Background: an optimization exercise with open tools, aiming at small area. Do not read the settings as production practice.
Function was checked by simulation only, so behaviour that the tests miss may differ from the original.
Power is estimated from default activity; no workload was simulated.

Design fir_7_7, start of the top module:
module fir_7_7(
    input clk,
    input rst,
    input [7:0] weight_data,
    input [2:0] weight_idx,
    input weight_valid,
    output weight_ready,
    input [7:0] input_data,
    input input_valid,
    output input_ready,
    output [15:0] output_data,
    input output_ready,
    output output_valid
    );
    reg rdy;
    reg ov_d, ov_r;
    reg [7:0] x0, x1, x2, x3, x4, x5, x6;
    reg [7:0] w0, w1, w2, w3, w4, w5, w6;
    reg [15:0] result;
    assign input_ready = rdy;
    assign weight_ready = rdy;
    assign output_valid = ov_r;
    assign output_data = result;
    wire acc = input_valid & rdy;
    wire wen = weight_valid & rdy;
    wire [15:0] sum;
    always @(posedge clk) begin
        ov_d <= acc;
        ov_r <= ov_d;
    end
    always @(posedge clk) begin
        if (rst) begin
            rdy <= 1'b0;
            x0 <= 8'd0; x1 <= 8'd0; x2 <= 8'd0; x3 <= 8'd0;
            x4 <= 8'd0; x5 <= 8'd0; x6 <= 8'd0;
            w0 <= 8'd0; w1 <= 8'd0; w2 <= 8'd0; w3 <= 8'd0;
            w4 <= 8'd0; w5 <= 8'd0; w6 <= 8'd0;
            result <= 16'd0;
        end else begin
            rdy <= 1'b1;
            if (wen && weight_idx == 3'd0) w0 <= weight_data;
            if (wen && weight_idx == 3'd1) w1 <= weight_data;
            if (wen && weight_idx == 3'd2) w2 <= weight_data;
            if (wen && weight_idx == 3'd3) w3 <= weight_data;
            if (wen && weight_idx == 3'd4) w4 <= weight_data;
            if (wen && weight_idx == 3'd5) w5 <= weight_data;
            if (wen && weight_idx == 3'd6) w6 <= weight_data;
            if (acc) begin
                x0 <= input_data;
                x1 <= x0; x2 <= x1; x3 <= x2;
                x4 <= x3; x5 <= x4; x6 <= x5;
            end
            if (ov_r & output_ready)
  ...
For scale: ~1500 cells after synthesis, ~130 flip-flops, roughly 43 I/O pins, roughly 15000 um2 of cells after synthesis.
==> flow/config.mk <==
export PLATFORM = sky130hd
export DESIGN_NAME = fir_7_7
export DESIGN_NICKNAME = fir_7_7
export VERILOG_FILES = /design/flow/design.v
export SDC_FILE = /design/flow/constraint.sdc
export NUM_CORES = 4
export LEC_CHECK = 0
export CAP_MARGIN = 20
export CORE_MARGIN = 2
export CORE_UTILIZATION = 40
export CTS_BUF_LIST = sky130_fd_sc_hd__clkbuf_8
export GPL_TIMING_DRIVEN = 1
export SLEW_MARGIN = 20
export SYNTH_HIERARCHICAL = 1
export SYNTH_MINIMUM_KEEP_SIZE = 0
==> flow/constraint.sdc <==
create_clock -name core_clock -period 8.0 [get_ports {clk}]
set_input_delay 1.6000 -clock core_clock [delete_from_list [all_inputs] [get_ports {clk}]]
set_output_delay 1.6000 -clock core_clock [all_outputs]
set_load 0.01 [all_outputs]
run.sh (not shown) runs the stock make flow with config.mk's settings and CLKGATE_MAP_FILE= SYNTH_SCRIPT=/design/flow/synth_recipe.tcl, a recipe that flattens the netlist after the stock synthesis.
Edit:
--- a/flow/design.v
+++ b/flow/design.v
@@ -19,45 +19,50 @@
     reg [15:0] result;
     assign input_ready = rdy;
     assign weight_ready = rdy;
     assign output_valid = ov_r;
     assign output_data = result;
     wire acc = input_valid & rdy;
     wire wen = weight_valid & rdy;
     wire [15:0] sum;
+    wire x_ld = acc & ~rst;
+    wire x_hd = ~acc & ~rst;
+    wire [6:0] w_sel;
+    assign w_sel[0] = wen & (weight_idx == 3'd0);
+    assign w_sel[1] = wen & (weight_idx == 3'd1);
+    assign w_sel[2] = wen & (weight_idx == 3'd2);
+    assign w_sel[3] = wen & (weight_idx == 3'd3);
+    assign w_sel[4] = wen & (weight_idx == 3'd4);
+    assign w_sel[5] = wen & (weight_idx == 3'd5);
+    assign w_sel[6] = wen & (weight_idx == 3'd6);
+    wire [6:0] w_ld = w_sel & {7{~rst}};
+    wire [6:0] w_hd = ~w_sel & {7{~rst}};
+    wire r_en = ov_r & output_ready;
+    wire r_ld = r_en & ~rst;
+    wire r_hd = ~r_en & ~rst;
     always @(posedge clk) begin
         ov_d <= acc;
         ov_r <= ov_d;
-    end
-    always @(posedge clk) begin
-        if (rst) begin
-            rdy <= 1'b0;
-            x0 <= 8'd0; x1 <= 8'd0; x2 <= 8'd0; x3 <= 8'd0;
-            x4 <= 8'd0; x5 <= 8'd0; x6 <= 8'd0;
-            w0 <= 8'd0; w1 <= 8'd0; w2 <= 8'd0; w3 <= 8'd0;
-            w4 <= 8'd0; w5 <= 8'd0; w6 <= 8'd0;
-            result <= 16'd0;
-        end else begin
-            rdy <= 1'b1;
-            if (wen && weight_idx == 3'd0) w0 <= weight_data;
-            if (wen && weight_idx == 3'd1) w1 <= weight_data;
-            if (wen && weight_idx == 3'd2) w2 <= weight_data;
-            if (wen && weight_idx == 3'd3) w3 <= weight_data;
-            if (wen && weight_idx == 3'd4) w4 <= weight_data;
-            if (wen && weight_idx == 3'd5) w5 <= weight_data;
-            if (wen && weight_idx == 3'd6) w6 <= weight_data;
-            if (acc) begin
-                x0 <= input_data;
-                x1 <= x0; x2 <= x1; x3 <= x2;
-                x4 <= x3; x5 <= x4; x6 <= x5;
-            end
-            if (ov_r & output_ready)
-                result <= sum;
-        end
+        rdy <= ~rst;
+        x0 <= ({8{x_ld}} & input_data) | ({8{x_hd}} & x0);
+        x1 <= ({8{x_ld}} & x0) | ({8{x_hd}} & x1);
+        x2 <= ({8{x_ld}} & x1) | ({8{x_hd}} & x2);
+        x3 <= ({8{x_ld}} & x2) | ({8{x_hd}} & x3);
+        x4 <= ({8{x_ld}} & x3) | ({8{x_hd}} & x4);
+        x5 <= ({8{x_ld}} & x4) | ({8{x_hd}} & x5);
+        x6 <= ({8{x_ld}} & x5) | ({8{x_hd}} & x6);
+        w0 <= ({8{w_ld[0]}} & weight_data) | ({8{w_hd[0]}} & w0);
+        w1 <= ({8{w_ld[1]}} & weight_data) | ({8{w_hd[1]}} & w1);
+        w2 <= ({8{w_ld[2]}} & weight_data) | ({8{w_hd[2]}} & w2);
+        w3 <= ({8{w_ld[3]}} & weight_data) | ({8{w_hd[3]}} & w3);
+        w4 <= ({8{w_ld[4]}} & weight_data) | ({8{w_hd[4]}} & w4);
+        w5 <= ({8{w_ld[5]}} & weight_data) | ({8{w_hd[5]}} & w5);
+        w6 <= ({8{w_ld[6]}} & weight_data) | ({8{w_hd[6]}} & w6);
+        result <= ({16{r_ld}} & sum) | ({16{r_hd}} & result);
     end
     wire pn0_0_0 = ~(x0[0] & w0[0]);
     wire pn0_0_1 = ~(x0[0] & w0[1]);
     wire pn0_0_2 = ~(x0[0] & w0[2]);
     wire pn0_0_3 = ~(x0[0] & w0[3]);
     wire pn0_0_4 = ~(x0[0] & w0[4]);
     wire pn0_0_5 = ~(x0[0] & w0[5]);
     wire pn0_0_6 = ~(x0[0] & w0[6]);
- total power shrinks by 11%
- final cell count shrinks by 4.0%
- area after synthesis shrinks by 2.0%
- register-to-register slack is better by 0.13 ns
- critical path depth shrinks by 2
- worst hold slack is better by 0.0035 ns
- clock skew shrinks by 0.012 ns
- setup slack is better by 0.13 ns
- global-route usage shrinks by 0.67 points
- clock power shrinks by 20%
- die area shrinks by 2.0%

fir_7_7, a different RTL version from the one above (not shown whole).
Size in the first run: roughly 1200 cells after synthesis, ~160 flip-flops, roughly 43 I/O pins, about 0.013 mm2 of cells after synthesis.
Settings: LEC_CHECK=0, CAP_MARGIN=20, CELL_PAD_IN_SITES_DETAIL_PLACEMENT=1, CELL_PAD_IN_SITES_GLOBAL_PLACEMENT=1, CORE_MARGIN=2, CORE_UTILIZATION=40, CTS_BUF_LIST=sky130_fd_sc_hd__clkbuf_8, GPL_TIMING_DRIVEN=0, SLEW_MARGIN=20, SYNTH_HIERARCHICAL=1, SYNTH_MINIMUM_KEEP_SIZE=0; clock period 8.0 ns.
standard.sh (not shown) runs the stock make flow with config.mk's settings and CLKGATE_MAP_FILE= SYNTH_SCRIPT=/design/flow/synth_recipe.tcl, a recipe that flattens the netlist after the stock synthesis.
==> flow/flow/run.sh <==
#!/bin/bash
# Layout flow: the standard ORFS flow (standard.sh: the standard
# synthesis and every ORFS step), with these settings changed:
#  - the buffers Yosys/ABC inserted are removed at floorplan
#    (REMOVE_ABC_BUFFERS; global placement is not timing driven, so it
#    would not remove them itself), and timing is then repaired by the
#    usual repair steps after placement, CTS and global routing;
#  - the port buffers buffer_ports inserts are the smallest buffer, buf_1;
#  - clock tree synthesis uses clkbuf_8 and no dummy load cells.
# The output of the whole run is kept in standard_flow.log; ORFS keeps each
# step's own log under orfs/logs/.
set -euo pipefail
cd "$(dirname "$0")/.."
export REMOVE_ABC_BUFFERS=1
export BUFFER_PORTS_ARGS="-buffer_cell sky130_fd_sc_hd__buf_1"
export CTS_ARGS="-sink_clustering_enable -repair_clock_nets -buf_list sky130_fd_sc_hd__clkbuf_8 -dont_use_dummy_load"
bash standard.sh finish > standard_flow.log 2>&1
Then changed:
--- a/flow/design.v
+++ b/flow/design.v
@@ -59,25 +59,24 @@
         x6 <= ({8{x_ld}} & x5) | ({8{x_hd}} & x6);
         w0 <= wn0;
         w1 <= wn1;
         w2 <= wn2;
         w3 <= wn3;
         w4 <= wn4;
         w5 <= wn5;
         w6 <= wn6;
         result <= ({16{r_ld}} & sum) | ({16{r_hd}} & result);
     end
-    wire [8:1] wabn0;
-    add8h u_add0 (wn0, wn1, wabn0);
-    reg [8:1] wabr0;
-    always @(posedge clk) wabr0 <= wabn0;
-    wire [8:0] wab0 = {wabr0, w0[0] ^ w1[0]};
+    wire [8:0] wabn0;
+    add8 u_add0 (wn0, wn1, wabn0);
+    reg [8:0] wab0;
+    always @(posedge clk) wab0 <= wabn0;
     wire sa0_0 = x0[0] & ~x1[0];
     wire sb0_0 = ~x0[0] & x1[0];
     wire sab0_0 = x0[0] & x1[0];
     wire pp0_0_0;
     sel3 u_pp0_0_0 (sa0_0, sb0_0, sab0_0, w0[0], w1[0], wab0[0], pp0_0_0);
     wire pp0_0_1;
     sel3 u_pp0_0_1 (sa0_0, sb0_0, sab0_0, w0[1], w1[1], wab0[1], pp0_0_1);
     wire pp0_0_2;
     sel3 u_pp0_0_2 (sa0_0, sb0_0, sab0_0, w0[2], w1[2], wab0[2], pp0_0_2);
     wire pp0_0_3;
@@ -224,25 +223,24 @@
     sel3 u_pp0_7_3 (sa0_7, sb0_7, sab0_7, w0[3], w1[3], wab0[3], pp0_7_3);
     wire pp0_7_4;
     sel3 u_pp0_7_4 (sa0_7, sb0_7, sab0_7, w0[4], w1[4], wab0[4], pp0_7_4);
     wire pp0_7_5;
     sel3 u_pp0_7_5 (sa0_7, sb0_7, sab0_7, w0[5], w1[5], wab0[5], pp0_7_5);
     wire pp0_7_6;
     sel3 u_pp0_7_6 (sa0_7, sb0_7, sab0_7, w0[6], w1[6], wab0[6], pp0_7_6);
     wire pp0_7_7;
     sel3 u_pp0_7_7 (sa0_7, sb0_7, sab0_7, w0[7], w1[7], wab0[7], pp0_7_7);
     wire pp0_7_8 = ~(sab0_7 & wab0[8]);
-    wire [8:1] wabn1;
-    add8h u_add1 (wn2, wn3, wabn1);
-    reg [8:1] wabr1;
-    always @(posedge clk) wabr1 <= wabn1;
-    wire [8:0] wab1 = {wabr1, w2[0] ^ w3[0]};
+    wire [8:0] wabn1;
+    add8 u_add1 (wn2, wn3, wabn1);
+    reg [8:0] wab1;
+    always @(posedge clk) wab1 <= wabn1;
     wire sa1_0 = x2[0] & ~x3[0];
     wire sb1_0 = ~x2[0] & x3[0];
     wire sab1_0 = x2[0] & x3[0];
     wire pp1_0_0;
     sel3 u_pp1_0_0 (sa1_0, sb1_0, sab1_0, w2[0], w3[0], wab1[0], pp1_0_0);
     wire pp1_0_1;
     sel3 u_pp1_0_1 (sa1_0, sb1_0, sab1_0, w2[1], w3[1], wab1[1], pp1_0_1);
     wire pp1_0_2;
     sel3 u_pp1_0_2 (sa1_0, sb1_0, sab1_0, w2[2], w3[2], wab1[2], pp1_0_2);
     wire pp1_0_3;
@@ -389,25 +387,24 @@
     sel3 u_pp1_7_3 (sa1_7, sb1_7, sab1_7, w2[3], w3[3], wab1[3], pp1_7_3);
     wire pp1_7_4;
     sel3 u_pp1_7_4 (sa1_7, sb1_7, sab1_7, w2[4], w3[4], wab1[4], pp1_7_4);
     wire pp1_7_5;
     sel3 u_pp1_7_5 (sa1_7, sb1_7, sab1_7, w2[5], w3[5], wab1[5], pp1_7_5);
     wire pp1_7_6;
     sel3 u_pp1_7_6 (sa1_7, sb1_7, sab1_7, w2[6], w3[6], wab1[6], pp1_7_6);
     wire pp1_7_7;
     sel3 u_pp1_7_7 (sa1_7, sb1_7, sab1_7, w2[7], w3[7], wab1[7], pp1_7_7);
     wire pp1_7_8 = ~(sab1_7 & wab1[8]);
-    wire [8:1] wabn2;
-    add8h u_add2 (wn4, wn5, wabn2);
-    reg [8:1] wabr2;
-    always @(posedge clk) wabr2 <= wabn2;
-    wire [8:0] wab2 = {wabr2, w4[0] ^ w5[0]};
+    wire [8:0] wabn2;
+    add8 u_add2 (wn4, wn5, wabn2);
+    reg [8:0] wab2;
+    always @(posedge clk) wab2 <= wabn2;
     wire sa2_0 = x4[0] & ~x5[0];
     wire sb2_0 = ~x4[0] & x5[0];
     wire sab2_0 = x4[0] & x5[0];
     wire pp2_0_0;
     sel3 u_pp2_0_0 (sa2_0, sb2_0, sab2_0, w4[0], w5[0], wab2[0], pp2_0_0);
     wire pp2_0_1;
     sel3 u_pp2_0_1 (sa2_0, sb2_0, sab2_0, w4[1], w5[1], wab2[1], pp2_0_1);
     wire pp2_0_2;
     sel3 u_pp2_0_2 (sa2_0, sb2_0, sab2_0, w4[2], w5[2], wab2[2], pp2_0_2);
     wire pp2_0_3;
@@ -1162,29 +1159,20 @@
 endmodule
 module xnor2m(input a, input b, output y);
     assign y = ~(a ^ b);
 endmodule
 module or2m(input a, input b, output y);
     assign y = a | b;
 endmodule
 module sel3(input sa, input sb, input sab, input a, input b, input ab, output y);
     assign y = ~((sa & a) | (sb & b) | (sab & ab));
 endmodule
-module add8h(input [7:0] a, input [7:0] b, output [8:1] s);
-    wire [7:1] c;
-    assign c[1] = a[0] & b[0];
-    genvar i;
-    generate for (i = 1; i < 7; i = i + 1) begin : rc
-        fa u_fa (a[i], b[i], c[i], s[i], c[i + 1]);
-    end endgenerate
-    fa u_fa7 (a[7], b[7], c[7], s[7], s[8]);
-endmodule
 module add8(input [7:0] a, input [7:0] b, output [8:0] s);
     wire [7:1] c;
     assign s[0] = a[0] ^ b[0];
     assign c[1] = a[0] & b[0];
     genvar i;
     generate for (i = 1; i < 7; i = i + 1) begin : rc
         fa u_fa (a[i], b[i], c[i], s[i], c[i + 1]);
     end endgenerate
     fa u_fa7 (a[7], b[7], c[7], s[7], s[8]);
 endmodule
After rerunning: Global-route usage increases by 0.16 points; sequential share of layout area increases by 0.34 points; critical path depth decreases by 1; synthesized cell count does not change; non-clock buffer count is unchanged; routed wire length increases by 0.80%; utilization increases by 0.16 points; total power increases by 1.8%; die area increases by 0.38%; design area increases by 0.37%.

-- static timing again, ports no longer ideal --
How much do the figures lean on ideal ports? The routed layouts below were timed once more, with nothing changed but the port constraints.
Step 1, drivers: a clkbuf_16 drives clk and a buf_2 each remaining input, both assumed.
Step 2, shift: input delay + t, output delay - t, t = (earliest + latest rising clock arrival at the registers) / 2. This alone moves slack from input paths to output paths.
a / b / c = ideal ports / drivers / drivers and shift; a / b = the first two.
| run | shift t [ns] | setup WS [ns] | worst setup path after step 2 | clock arrival spread, ns | worst data-port slew with drivers (ns) |
|---|---|---|---|---|---|
| the first run of note 1 | 0.528 | 0.913 / 0.913 / 0.913 | register to register | 0.024 / 0.024 | 0.05 |
| the second run of note 1 | 0.514 | 1.043 / 1.043 / 1.043 | register to register | 0.012 / 0.012 | 0.04 |
| the first run of note 2 | 0.539 | 0.457 / 0.457 / 0.457 | register to register | 0.045 / 0.046 | 0.04 |
| the second run of note 2 | 0.547 | 0.748 / 0.748 / 0.748 | register to register | 0.047 / 0.047 | 0.03 |
After both steps setup and hold are still met in every run listed.
